Context: an optimization exercise on an open-source flow, tuned for small area. The choices shown serve that exercise and are no tape-out recipe. Only simulation tests tie the RTL to the original design; equivalence was not proved. Power figures rest on the tool's default switching activity, not on a simulated workload.

--- design/flow/run.sh ---
#!/bin/bash
# synth_recipe.tcl (not shown) runs the flow's synth.tcl, then flattens the netlist and writes it again
# the make line also repeats each setting of config.mk as NAME=value (left out here)
make -C /OpenROAD-flow-scripts/flow DESIGN_CONFIG=/design/flow/config.mk WORK_HOME=/design/flow/orfs CLKGATE_MAP_FILE= SYNTH_SCRIPT=/design/flow/synth_recipe.tcl finish
--- design/flow/config.mk ---
export PLATFORM = sky130hd
export DESIGN_NAME = top
export DESIGN_NICKNAME = top
export VERILOG_FILES = /design/flow/design.v
export SDC_FILE = /design/flow/constraint.sdc
export NUM_CORES = 4
export LEC_CHECK = 0
export CAP_MARGIN = 20
export CORE_MARGIN = 2
export CORE_UTILIZATION = 40
export PLACE_DENSITY = 0.6
export SLEW_MARGIN = 20
--- design/flow/constraint.sdc ---
create_clock -name core_clock -period 6.7 [get_ports {clk}]
set_input_delay 1.3400 -clock core_clock [delete_from_list [all_inputs] [get_ports {clk}]]
set_output_delay 1.3400 -clock core_clock [all_outputs]
set_load 0.01 [all_outputs]
--- design/flow/design.v ---
`timescale 1ns / 1ps
module vgaf(
    input  clk148,
    input  rst_n,            
    input  BTNU,
    output h_sync,
    output v_sync,
    output [3:0] red,
    output [3:0] green,
    output [3:0] blue,
    output reg point_scored
);
    function ge12;   
        input [11:0] x; input [11:0] c;
        integer i; reg r;
        begin
            r = 1'b1;
            for (i = 0; i < 12; i = i + 1)
                r = c[i] ? (x[i] & r) : (x[i] | r);
            ge12 = r;
        end
    endfunction
    function [11:0] inc12;
        input [11:0] x; input cin;
        integer i; reg c;
        begin
            c = cin;
            for (i = 0; i < 12; i = i + 1) begin
                inc12[i] = x[i] ^ c;
                c = c & x[i];
            end
        end
    endfunction
    function [11:0] add12;
        input [11:0] a; input [11:0] b; input cin;
        integer i; reg c;
        begin
            c = cin;
            for (i = 0; i < 12; i = i + 1) begin
                add12[i] = a[i] ^ b[i] ^ c;
                c = (a[i] & b[i]) | (c & (a[i] ^ b[i]));
            end
        end
    endfunction
    reg [11:0] h_count;      
    reg [10:0] v_count;      
    reg [5:0]  grav_hi;      
    reg [10:0] circle_y;     
    reg [8:0]  wall_u;       
    reg        hole_hi;      
    reg [7:0]  wall_cnt;     
    reg [3:0]  jump;         
    reg        prev_BTNU;
    reg        game_over;
    wire h_end = h_count[11] & h_count[7] & h_count[4] & h_count[2] & h_count[1] & h_count[0];  
    wire v_end = v_count[10] & v_count[6] & v_count[5] & v_count[2];                              
    wire [11:0] h_inc = inc12(h_count, 1'b1);
    always @(posedge clk148 or posedge rst_n) begin
        if (rst_n)
            h_count <= 0;
        else
            h_count <= h_end ? 12'd0 : h_inc;
    end
    wire [11:0] v_inc = inc12({1'b0, v_count}, h_end);
    always @(posedge clk148 or posedge rst_n) begin
        if (rst_n)
            v_count <= 0;
        else
            v_count <= (h_end & v_end) ? 11'd0 : v_inc[10:0];
    end
    assign h_sync = ge12(h_count, 2008) && !ge12(h_count, 2052);
    assign v_sync = ge12(v_count, 1084) && !ge12(v_count, 1089);
    wire jumping = jump[3] | jump[2];
    wire rising = jumping & ~(&jump);            
    wire [11:0] j_inc = inc12({8'd0, jump}, 1'b1);
    always @(posedge clk148 or posedge rst_n) begin
        if (rst_n) begin
            prev_BTNU <= 0;
            jump <= 0;
        end else begin
            prev_BTNU <= BTNU;
            if (jumping)
                jump <= j_inc[3:0];
            else if (BTNU && !prev_BTNU)
                jump <= 4'd4;
        end
    end
    wire [11:0] g_inc = inc12({6'd0, grav_hi}, &h_count[2:0]);
    always @(posedge clk148 or posedge rst_n) begin
        if (rst_n)
            grav_hi <= 0;
        else
            grav_hi <= g_inc[5:0];
    end
    wire grav = (grav_hi == 6'd15) && (h_count[2:0] == 3'd5);    
    wire up   = rising && ge12(circle_y, 6);
    wire down = !jumping && grav && !ge12(circle_y, 1080);
    wire [11:0] cy_next = add12({1'b0, circle_y}, {4'd0, {8{up}}, up, down, up}, 1'b0);   
    always @(posedge clk148 or posedge rst_n) begin
        if (rst_n)
            circle_y <= 270;
        else
            circle_y <= cy_next[10:0];
    end
    localparam [7:0] W_START = 8'b00000100;
    localparam [7:0] W_LAST  = 8'b00001010;
    localparam [7:0] W_MASK  = 8'b11110101;
    wire w_last = ((wall_cnt ^ W_LAST) & W_MASK) == 8'd0;
    wire w_fb = wall_cnt[2] ^ wall_cnt[7];
    wire wall_end = wall_u[8] & wall_u[7] & wall_u[6] & wall_u[5];    
    always @(posedge clk148 or posedge rst_n) begin
        if (rst_n)
            wall_cnt <= W_START;
        else
            wall_cnt <= {wall_cnt[6:4], wall_cnt[3] & ~w_last, wall_cnt[2:0], w_fb};
    end
    wire wrap = w_last & wall_end;
    wire [11:0] u_inc = inc12({3'd0, wall_u}, w_last);
    always @(posedge clk148 or posedge rst_n) begin
        if (rst_n) begin
            wall_u <= 9'd0;
            hole_hi <= 0;
        end else begin
            wall_u <= wrap ? 9'd0 : u_inc[8:0];
            hole_hi <= hole_hi ^ wrap;
        end
    end
    always @(posedge clk148 or posedge rst_n) begin
        if (rst_n)
            point_scored <= 0;
        else
            point_scored <= wrap & ~game_over;
    end
    wire wall_hit_x = ge12(wall_u, 425) && !ge12(wall_u, 456);      
    wire cy_ge20 = ge12(circle_y, 20);
    wire out_hole = hole_hi ? ((cy_ge20 && !ge12(circle_y, 520)) || ge12(circle_y, 781))
                            : ((cy_ge20 && !ge12(circle_y, 320)) || ge12(circle_y, 581));
    always @(posedge clk148 or posedge rst_n) begin
        if (rst_n)
            game_over <= 0;
        else
            game_over <= game_over | (wall_hit_x & out_hole);
    end
    wire visible = !ge12(h_count, 1920) && !ge12(v_count, 1080);
    wire [11:0] e = add12({1'b0, v_count}, {1'b0, ~circle_y}, 1'b0);
    wire bird_v = ge12(e[10:0], 2027) || !ge12(e[10:0], 19);
    wire beak_v = ge12(e[10:0], 2042) || !ge12(e[10:0], 4);
    wire bird = cy_ge20 && bird_v && ge12(h_count, 180) && !ge12(h_count, 220);
    wire beak = beak_v && ge12(h_count, 210);
    wire [11:0] s = add12({3'd0, h_count[10:2]}, {3'd0, wall_u}, 1'b0);
    wire wall_v = hole_hi ? (!ge12(v_count, 500) || ge12(v_count, 801)) : (!ge12(v_count, 300) || ge12(v_count, 601));
    wire wall = ge12(s, 480) && !ge12(s, 500) && wall_v;
    wire live = visible & ~game_over;
    wire px_wall = live & wall;
    wire px_bird = live & bird;
    wire px_body = px_bird & ~beak;
    assign red   = {4{visible & (game_over | bird)}};
    assign green = {px_wall | px_bird, {3{px_wall | px_body}}};
    assign blue  = {4{px_wall}};
endmodule
`timescale 1ns / 1ps
module score(
    input clk148,
    input rst_n,             
    input point,
    output [3:0] an,
    output reg [6:0] seg
);
    reg [3:0] ones, tens;
    reg [16:0] refresh;      
    reg digit_sel;
    wire sat = tens[3] & tens[0] & ones[3] & ones[0];    
    wire ones9 = ones[3] & ones[0];
    wire inc_ones = point & ~sat;
    wire inc_tens = inc_ones & ones9;
    wire [3:0] ones_inc = {ones[3] ^ (inc_ones & ones[2] & ones[1] & ones[0]),
                           ones[2] ^ (inc_ones & ones[1] & ones[0]),
                           ones[1] ^ (inc_ones & ones[0]),
                           ones[0] ^ inc_ones};
    wire [3:0] tens_inc = {tens[3] ^ (inc_tens & tens[2] & tens[1] & tens[0]),
                           tens[2] ^ (inc_tens & tens[1] & tens[0]),
                           tens[1] ^ (inc_tens & tens[0]),
                           tens[0] ^ inc_tens};
    always @(posedge clk148 or posedge rst_n) begin
        if (rst_n) begin
            ones <= 0;
            tens <= 0;
        end else begin
            ones <= inc_tens ? 4'd0 : ones_inc;
            tens <= tens_inc;
        end
    end
    localparam [16:0] R_START = 17'b01100100110110001;
    localparam [16:0] R_LAST  = 17'b10110010011011010;
    localparam [16:0] R_MASK  = 17'b11110011111111011;
    wire r_last = ((refresh ^ R_LAST) & R_MASK) == 17'd0;
    wire r_fb = refresh[11] ^ refresh[16];
    always @(posedge clk148 or posedge rst_n) begin
        if (rst_n) begin
            refresh <= R_START;
            digit_sel <= 0;
        end else begin
            refresh <= {refresh[15:3], refresh[2] , refresh[1] & ~r_last, refresh[0], r_fb};
            digit_sel <= digit_sel ^ r_last;
        end
    end
    assign an = {2'b11, ~digit_sel, digit_sel};
    wire [3:0] digit = digit_sel ? tens : ones;
    always @(*) begin
        case (digit)
            4'd0: seg = 7'b1000000;
            4'd1: seg = 7'b1111001;
            4'd2: seg = 7'b0100100;
            4'd3: seg = 7'b0110000;
            4'd4: seg = 7'b0011001;
            4'd5: seg = 7'b0010010;
            4'd6: seg = 7'b0000010;
            4'd7: seg = 7'b1111000;
            4'd8: seg = 7'b0000000;
            4'd9: seg = 7'b0010000;
            default: seg = 7'b1111111;
        endcase
    end
endmodule
`timescale 1ns / 1ps
module top(
    input  clk,
    input  rst_n,
    input  BTNU,
    output h_sync,
    output v_sync,
    output wire [3:0] red,
    output wire [3:0] green,
    output wire [3:0] blue,
    output [3:0] an,
    output [6:0] seg
);
    wire point_scored;
    vgaf vga_inst (
        .clk148(clk),
        .rst_n(rst_n),
        .BTNU(BTNU),
        .h_sync(h_sync),
        .v_sync(v_sync),
        .red(red),
        .green(green),
        .blue(blue),
        .point_scored(point_scored)
    );
    score scor_inst (
        .clk148(clk),
        .rst_n(rst_n),
        .point(point_scored),
        .an(an),
        .seg(seg)
    );
endmodule
==> results.json, run 1 <==
{
  "status": "complete, but fails checks",
  "failed_checks": "setup timing",
  "slew_headroom_pct": 37.8,
  "power.internal_w": 0.000918,
  "synth-main-ff-cell": "dfrtp_1",
  "num_vias": 3163,
  "synth_edf_count": 0,
  "drtIter0Drc": 159,
  "synthesis.instances": 429,
  "clkPwrFrac_pct": 47.7,
  "grt_pass1_vias": 3196,
  "timing.final.crit_share_pct": 100,
  "crit_top_cell": "fa_2",
  "worstSetupStartpointType": "register",
  "synth_cell_type_count": 57,
  "ant_nets": 0,
  "min_from": "scor_inst.refresh[12]$_DFF_PP0_",
  "critical_path.max_fanout": 4,
  "endpoint_kind": "output port",
  "crit_required_ps": 5360,
  "hold_viol": 0,
  "rr_worst_depth": 18,
  "insertion_delay_ps": 340,
  "synth_top_area_share_pct": 39.1,
  "syn_area_mm2": 0.00500,
  "power_frac_comb_pct": 3.9,
  "ctsLongestPathBuffers": 2,
  "port_buffers": 25,
  "hold_ws_ps": 352,
  "critical_path_arrival_ps": 5370,
  "hold_end": "scor_inst.refresh[13]$_DFF_PP0_",
  "synth_area_leader_cell": "dfrtp_1",
  "floorplan.initialDensity_pct": 41.3,
  "drcViolationCount": 0,
  "cpMaxStageDelayCell": "dfrtp_1",
  "htree_num_levels": 3,
  "die_area_mm2": 0.0134,
  "register_area_mm2": 0.00229,
  "r2r_start": "vga_inst.circle_y[4]$_DFF_PP0_",
  "finClkSkew_ps": 5.70,
  "drive_gt1_share_pct": 17.3,
  "fin_nets": 538,
  "synth.avg_cell_area_um2": 11.6,
  "grtUsageTotal_pct": 15.4,
  "firstDrtPassIters": 5,
  "diodes": 0,
  "crit_chain": "ha_2 > inv_2 > fa_1 > inv_2 > fa_2 > fa_2 > fa_2 > fa_2 > fa_2 > fa_2 > fa_2 > inv_2 > fa_2 > xnor2_2 > xnor2_2 > or3_1 > a32oi_2 > o21ai_2 > buf_4 > clkdlybuf4s15_2",
  "hold_buffers": 0,
  "die_w_um": 116,
  "power_density_mw_per_mm2": 200,
  "ir_worst_vdd_v": 0.000151,
  "fmax_mhz": 149,
  "p_sw_w": 0.000258,
  "multi_input_area_mm2": 0.00252,
  "grt_pass1_wl_um": 15900,
  "postSynth.asyncResetShare_pct": 100,
  "setup_slack_ps": -13.0,
  "crit_type": "reg -> out",
  "ios": 28,
  "clock-sinks": 91,
  "cap_violations": 0,
  "overflow": 0,
  "yosysWarningCount": 2,
  "r2r-end": "vga_inst.circle_y[10]$_DFF_PP0_",
  "dp_hpwl_um": 6680,
  "cts_tree": "done",
  "synth-seq-area-share_pct": 45.9,
  "mostFrequentLayoutCell": "dfrtp_1",
  "antenna_found_initial": 0,
  "power.leakage_nw": 2.89,
  "rsz0062_at_grt": "yes",
  "design.core.area_mm2": 0.0121,
  "synth_area_leaders": "dfrtp_1, ha_1, fa_1",
  "grt_max_degree": 76,
  "clkTransAtPathRegs_ps": 70,
  "filler_cell_count": 1145,
  "area_delta_synth_final_pct": 17.5,
  "worstMarginPinSlew_ps": 934,
  "wl_per_cell_um": 14.5,
  "cts_buffers": 9,
  "utilization_pct": 48.5,
  "ys_seq_elements": 91,
  "rows": 40,
  "via_per_inst": 4.97,
  "drv_slew": 0,
  "mostFrequentLayoutCells": "dfrtp_1, ha_1, inv_1",
  "sw_frac_of_total_pct": 21.9,
  "drt-total-wl_um": 9270,
  "period_needed_ps": 6710,
  "worst-r2r-setup-slack_ps": 650,
  "worstHoldPathType": "reg -> reg",
  "crit_path_max_incr_delay_ps": 400,
  "gp_congestion": 0.883,
  "dieHeight_um": 116,
  "setup_tns_ps": -13.0,
  "share_seq_of_total_power_pct": 48.4,
  "cts_root_buf": "clkbuf_16",
  "hold_depth": 0,
  "setup_viol_count_final": 1
}
metrics by stage:
stage	total power [W]	cells	cell area, um2	worst slack (ps)
2_1_floorplan	0.000613	430	5010	56.4
3_3_place_gp	0.000622	616	5440	-463
3_5_place_dp	0.000627	616	5440	-557
4_1_cts	0.00120	634	5840	1.20
5_1_grt	0.00123	637	5870	-187
6_report	0.00118	637	5870	-13.0
cells in the mapped netlist (4+ instances only):
cell type,count
a21oi_1,8
a31oi_1,4
a41oi_1,4
and2_1,11
and3_1,4
buf_4,12
clkbuf_1,6
dfrtp_1,78
dfstp_2,13
fa_1,25
ha_1,46
inv_1,45
mux2i_1,4
nand2_1,16
nand3_1,9
nand4_1,5
nand4b_1,5
nor2_1,14
nor2b_1,25
nor3_1,8
o21a_1,5
o21ai_0,9
o21ai_1,8
or4_1,4
xnor2_1,11
xor2_1,5
cell type report:
type	instances	share of cell area, %
Clock buffer	10	4.07
Tap cell	168	3.58
Sequential cell	91	39.0
Clock inverter	6	1.66
Timing Repair Buffer	41	5.90
Inverter	45	2.90
Multi-Input combinational cell	276	42.8
cell families after synthesis:
group,synth area share [%]
buffers and inverters,5.63
other,0.0750
flip-flops,45.9
XOR/XNOR,2.80
adder cells (fa/ha/maj),21.5
AND/OR/NAND/NOR,13.6
AO/OA/AOI/OAI,9.19
multiplexers,1.25
per-layer routing:
metal	global-route usage, %	wire length [um]
met1	22.8	4720
met2	22.3	4140
met3	2.41	217
met4	6.98	192
met5	0	0
worst max-delay path, delay by kind of cell, from the launching register on:
| family | cells | cell delay [ps] |
|---|---|---|
| fa+ha+maj | 10 | 3190 |
| buf+inv | 5 | 530 |
| flops | 1 | 400 |
| xor+xnor | 2 | 260 |
| compound gates | 2 | 300 |
| simple gates | 1 | 360 |
flip-flops by register name (all words and copies together) (netlist names):
name and flops:
vga_inst.circle_y 11, vga_inst.v_count 11, scor_inst.ones 4, vga_inst.game_over 1
vga_inst.wall_cnt 8, vga_inst.hole_hi 1, vga_inst.wall_u 9, vga_inst.jump 4
vga_inst.h_count 12, scor_inst.digit_sel 1, vga_inst.prev_BTNU 1, vga_inst.grav_hi 6
scor_inst.refresh 17, vga_inst.point_scored 1, scor_inst.tens 4
power groups by stage:
stage          Combinational [W]  Clock [W]  Sequential (W)
3_5_place_dp           0.0000476          0        0.000580
2_1_floorplan          0.0000357          0        0.000577
6_report               0.0000454   0.000562        0.000569
3_3_place_gp           0.0000435          0        0.000578
4_1_cts                0.0000478   0.000579        0.000569
5_1_grt                0.0000549   0.000600        0.000570
how the worst max path moves through the flow:
| stage | from | endpoint | slack [ps] | cells past startpoint |
|---|---|---|---|---|
| floorplan | vga_inst.circle_y[0]$_DFF_PP0_ | green[1] | 60 | 19 |
| global placement | vga_inst.circle_y[0]$_DFF_PP0_ | green[0] | -460 | 20 |
| detailed placement | vga_inst.circle_y[0]$_DFF_PP0_ | green[2] | -560 | 20 |
| CTS | vga_inst.circle_y[0]$_DFF_PP0_ | green[1] | 1 | 21 |
| global route | vga_inst.v_count[0]$_DFF_PP0_ | green[1] | -190 | 20 |
| finish | vga_inst.v_count[0]$_DFF_PP0_ | green[1] | -10 | 20 |
timing repair:
action,4_1_cts,5_1_grt
endpoints found under the setup margin,8,12
endpoints found under the hold margin,0,0
pin swaps,14,1
gates resized for setup,31,19
setup buffers,2,3
==> run 2, diff against run 1 <==
--- a/design/flow/config.mk
+++ b/design/flow/config.mk
@@ -7,6 +7,6 @@
 export LEC_CHECK = 0
 export CAP_MARGIN = 20
 export CORE_MARGIN = 2
-export CORE_UTILIZATION = 40
-export PLACE_DENSITY = 0.6
+export CORE_UTILIZATION = 70
+export PLACE_DENSITY = 0.8
 export SLEW_MARGIN = 20
==> results.json, run 2 <==
{
  "status": "no timing/DRC/antenna violations",
  "ios": 28,
  "setup_viol_count_final": 0,
  "hold_viol": 0,
  "crit_path_end": "green[1]",
  "ctsLongestPathBuffers": 2,
  "slew_headroom_pct": 39.1,
  "r2r_start": "vga_inst.circle_y[4]$_DFF_PP0_",
  "fin_nets": 534,
  "area_delta_synth_final_pct": 12.0,
  "wl_per_cell_um": 16.5,
  "utilization_pct": 81.5,
  "die_area_mm2": 0.00783,
  "worstMarginPinSlew_ps": 910,
  "cap_violations": 0,
  "floorplan.initialDensity_pct": 72.8,
  "filler_cell_count": 415,
  "startpoint": "vga_inst.circle_y[0]$_DFF_PP0_",
  "firstDrtPassIters": 4,
  "drcViolationCount": 0,
  "cp_num_buf_inv": 6,
  "synth_area_leader_cell": "dfrtp_1",
  "rows": 30,
  "synthMostInstantiatedCell": "dfrtp_1",
  "fin_area_mm2": 0.00560,
  "cpMaxStageDelayCell": "fa_2",
  "postSynth.asyncResetShare_pct": 100,
  "synthTopCellsByCount": "dfrtp_1, ha_1, inv_1",
  "drt-total-wl_um": 9270,
  "synth_edf_count": 0,
  "htree_num_levels": 3,
  "hold_buffers": 0,
  "grt_max_degree": 92,
  "insertion_delay_ps": 360,
  "gp_congestion": 0.842,
  "timing.final.crit_share_pct": 99.1,
  "setup_slack_ps": 57.3,
  "cts_tree": "done",
  "diodes": 0,
  "hold_ws_ps": 367,
  "regMostFlops": "scor_inst.refresh",
  "antenna_found_initial": 0,
  "worstSetupStartpointType": "register",
  "cts_root_buf": "clkbuf_8",
  "rr_worst_depth": 18,
  "dpl_worst_slack_ps": -503,
  "dp_hpwl_um": 7000,
  "mostFrequentLayoutCell": "dfrtp_1",
  "dieHeight_um": 88.5,
  "worst-r2r-setup-slack_ps": 450,
  "ant_nets": 0,
  "multi_input_area_mm2": 0.00252,
  "cp_top_family": "adder cells",
  "synth-seq-area-share_pct": 45.9,
  "fmax_mhz": 151,
  "register_area_mm2": 0.00229,
  "synth_cell_type_count": 57,
  "num_vias": 3333,
  "ys_seq_elements": 91,
  "overflow": 0,
  "drtIter0Drc": 168,
  "crit_type": "reg -> out",
  "port_buffers": 25,
  "cts_buffers": 9,
  "rsz0062_at_grt": "yes",
  "crit_chain": "inv_1 > ha_2 > inv_2 > fa_1 > inv_2 > fa_2 > fa_2 > fa_2 > fa_2 > fa_2 > fa_2 > fa_2 > inv_2 > fa_2 > xnor2_2 > xnor2_1 > buf_4 > or3_4 > a32oi_2 > o21ai_2 > buf_2",
  "yosysWarningCount": 2,
  "largest_reg_flops": 17,
  "via_per_inst": 5.94,
  "drive_gt1_share_pct": 17.0,
  "syn_area_mm2": 0.00500,
  "synthesis.instances": 429,
  "die_w_um": 88.5,
  "finClkSkew_ps": 7.37,
  "synth.avg_cell_area_um2": 11.6,
  "synth_area_leaders": "dfrtp_1, ha_1, fa_1",
  "r2r-end": "vga_inst.circle_y[10]$_DFF_PP0_",
  "grt_pass1_wl_um": 16200,
  "clkTransAtPathRegs_ps": 100,
  "critical_path_arrival_ps": 5300,
  "mostFrequentLayoutCells": "dfrtp_1, ha_1, inv_1",
  "ir_worst_vdd_v": 0.000134,
  "grt_pass1_vias": 3426,
  "drv_slew": 0,
  "total_power_w": 0.000968,
  "period_needed_ps": 6640,
  "placedInstanceArea_mm2": 0.00534,
  "critical_path.max_fanout": 3,
  "crit_required_ps": 5360,
  "reg_top3": "scor_inst.refresh x17, vga_inst.h_count x12",
  "clock-sinks": 91,
  "grtUsageTotal_pct": 27.5,
  "power.leakage_nw": 2.81,
  "crit_top_cell": "fa_2",
  "power_density_mw_per_mm2": 173,
  "synth-main-ff-cell": "dfrtp_1",
  "design.core.area_mm2": 0.00687,
  "path_depth": 21,
  "worstHoldPathType": "reg -> reg",
  "synth_top_area_share_pct": 39.1,
  "crit_path_max_incr_delay_ps": 390,
  "endpoint_kind": "output port"
}
[run 2: worst min path at each step]
| stage | start | endpoint | slack, ps | cells after the start |
|---|---|---|---|---|
| 2_1_floorplan | scor_inst.refresh[12]$_DFF_PP0_ | scor_inst.refresh[13]$_DFF_PP0_ | 330 | 0 |
| 3_3_place_gp | scor_inst.refresh[12]$_DFF_PP0_ | scor_inst.refresh[13]$_DFF_PP0_ | 330 | 0 |
| 3_5_place_dp | scor_inst.refresh[2]$_DFF_PP0_ | scor_inst.refresh[3]$_DFF_PP0_ | 340 | 0 |
| 4_1_cts | scor_inst.refresh[7]$_DFF_PP1_ | scor_inst.refresh[8]$_DFF_PP1_ | 370 | 0 |
| 5_1_grt | scor_inst.refresh[7]$_DFF_PP1_ | scor_inst.refresh[8]$_DFF_PP1_ | 370 | 0 |
| 6_report | scor_inst.refresh[7]$_DFF_PP1_ | scor_inst.refresh[8]$_DFF_PP1_ | 370 | 0 |
[run 2: routing by layer]
| metal | up-vias | global-route usage (%) | wire, um | part of all wire [%] |
|---|---|---|---|---|
| met5 | - | 0 | 0 | 0 |
| met4 | 0 | 10.9 | 237 | 2.6 |
| met3 | 27 | 5.22 | 460 | 5.0 |
| met2 | 103 | 42.2 | 4450 | 48 |
| met1 | 1668 | 39.5 | 4130 | 45 |
| li1 | 1535 | - | - | - |
[run 2: worst register-to-register path, stage by stage, from the launching register on]
cell       delay (ps)
dfrtp_1           470
or4_1             610
or3_4             390
a2111oi_4         330
nor3_2            110
ha_1              200
inv_1              70
fa_1              180
inv_1              60
fa_1              420
fa_1              460
fa_1              440
fa_1              430
fa_1              420
fa_1              420
fa_1              420
fa_1              410
xnor2_1           150
xnor2_1           130
[run 2: what timing repair did]
action	in CTS	in global routing
resized for setup	28	26
buffers inserted	2	0
pin swaps	11	2
endpoints found under the setup margin	8	12
[run 2: cells by family (layout without fill, tap and decap cells)]
kind of cell    after synthesis  count (layout)  share of synthesized area (%)
compound gates               63              63                           9.19
xor+xnor                     16              16                           2.80
fa+ha+maj                    71              71                           21.5
buf+inv                      63              98                           5.63
flops                        91              91                           45.9
mux                           6               6                           1.25
other cells                   1               2                         0.0750
simple gates                118             118                           13.6
[run 2: final cells by class]
class	instances	area share, %
Tap cell	96	2.15
Clock buffer	9	2.21
Multi-Input combinational cell	276	45.0
Clock inverter	7	1.21
Timing Repair Buffer	37	5.43
Sequential cell	91	41.0
Inverter	45	3.04
[run 2: power by group]
group	leakage (nW)	switching (W)	total (W)	internal [W]
registers	1.18	0.00000830	0.000568	0.000560
clock network	0.0958	0.000211	0.000356	0.000145
logic	1.53	0.0000277	0.0000442	0.0000165
[run 2: per-stage QoR]
step	instances	TNS, ps
floorplan	430	0
global placement	543	-2500
detailed placement	543	-3750
CTS	561	0
global route	561	-855
finish	561	0

==> what the ideal ports hide <==
The results above use ideal ports. As a check the final layouts listed here were re-extracted and re-timed, cells and wires unchanged.
Step 1: set_driving_cell puts a clkbuf_16 on clk and a buf_2 on each other input, an assumption about the parent block.
Step 2 times the ports against the registers' clock, not the clock port: input delays grow and output delays shrink by t, the midpoint of the rising clock arrivals with the driver on.
Three values: ideal, step 1, step 2; two values: the first two.
run | t (ns) | setup WS [ns] | worst setup path at the end | slew at the worst register clock pin (ns) | cell pins on the clock port's net
run 1 | 0.376 | -0.013 / -0.049 / 0.327 | register to output | 0.07 / 0.07 | 1
run 2 | 0.393 | 0.057 / 0.026 / 0.418 | register to output | 0.10 / 0.10 | 1
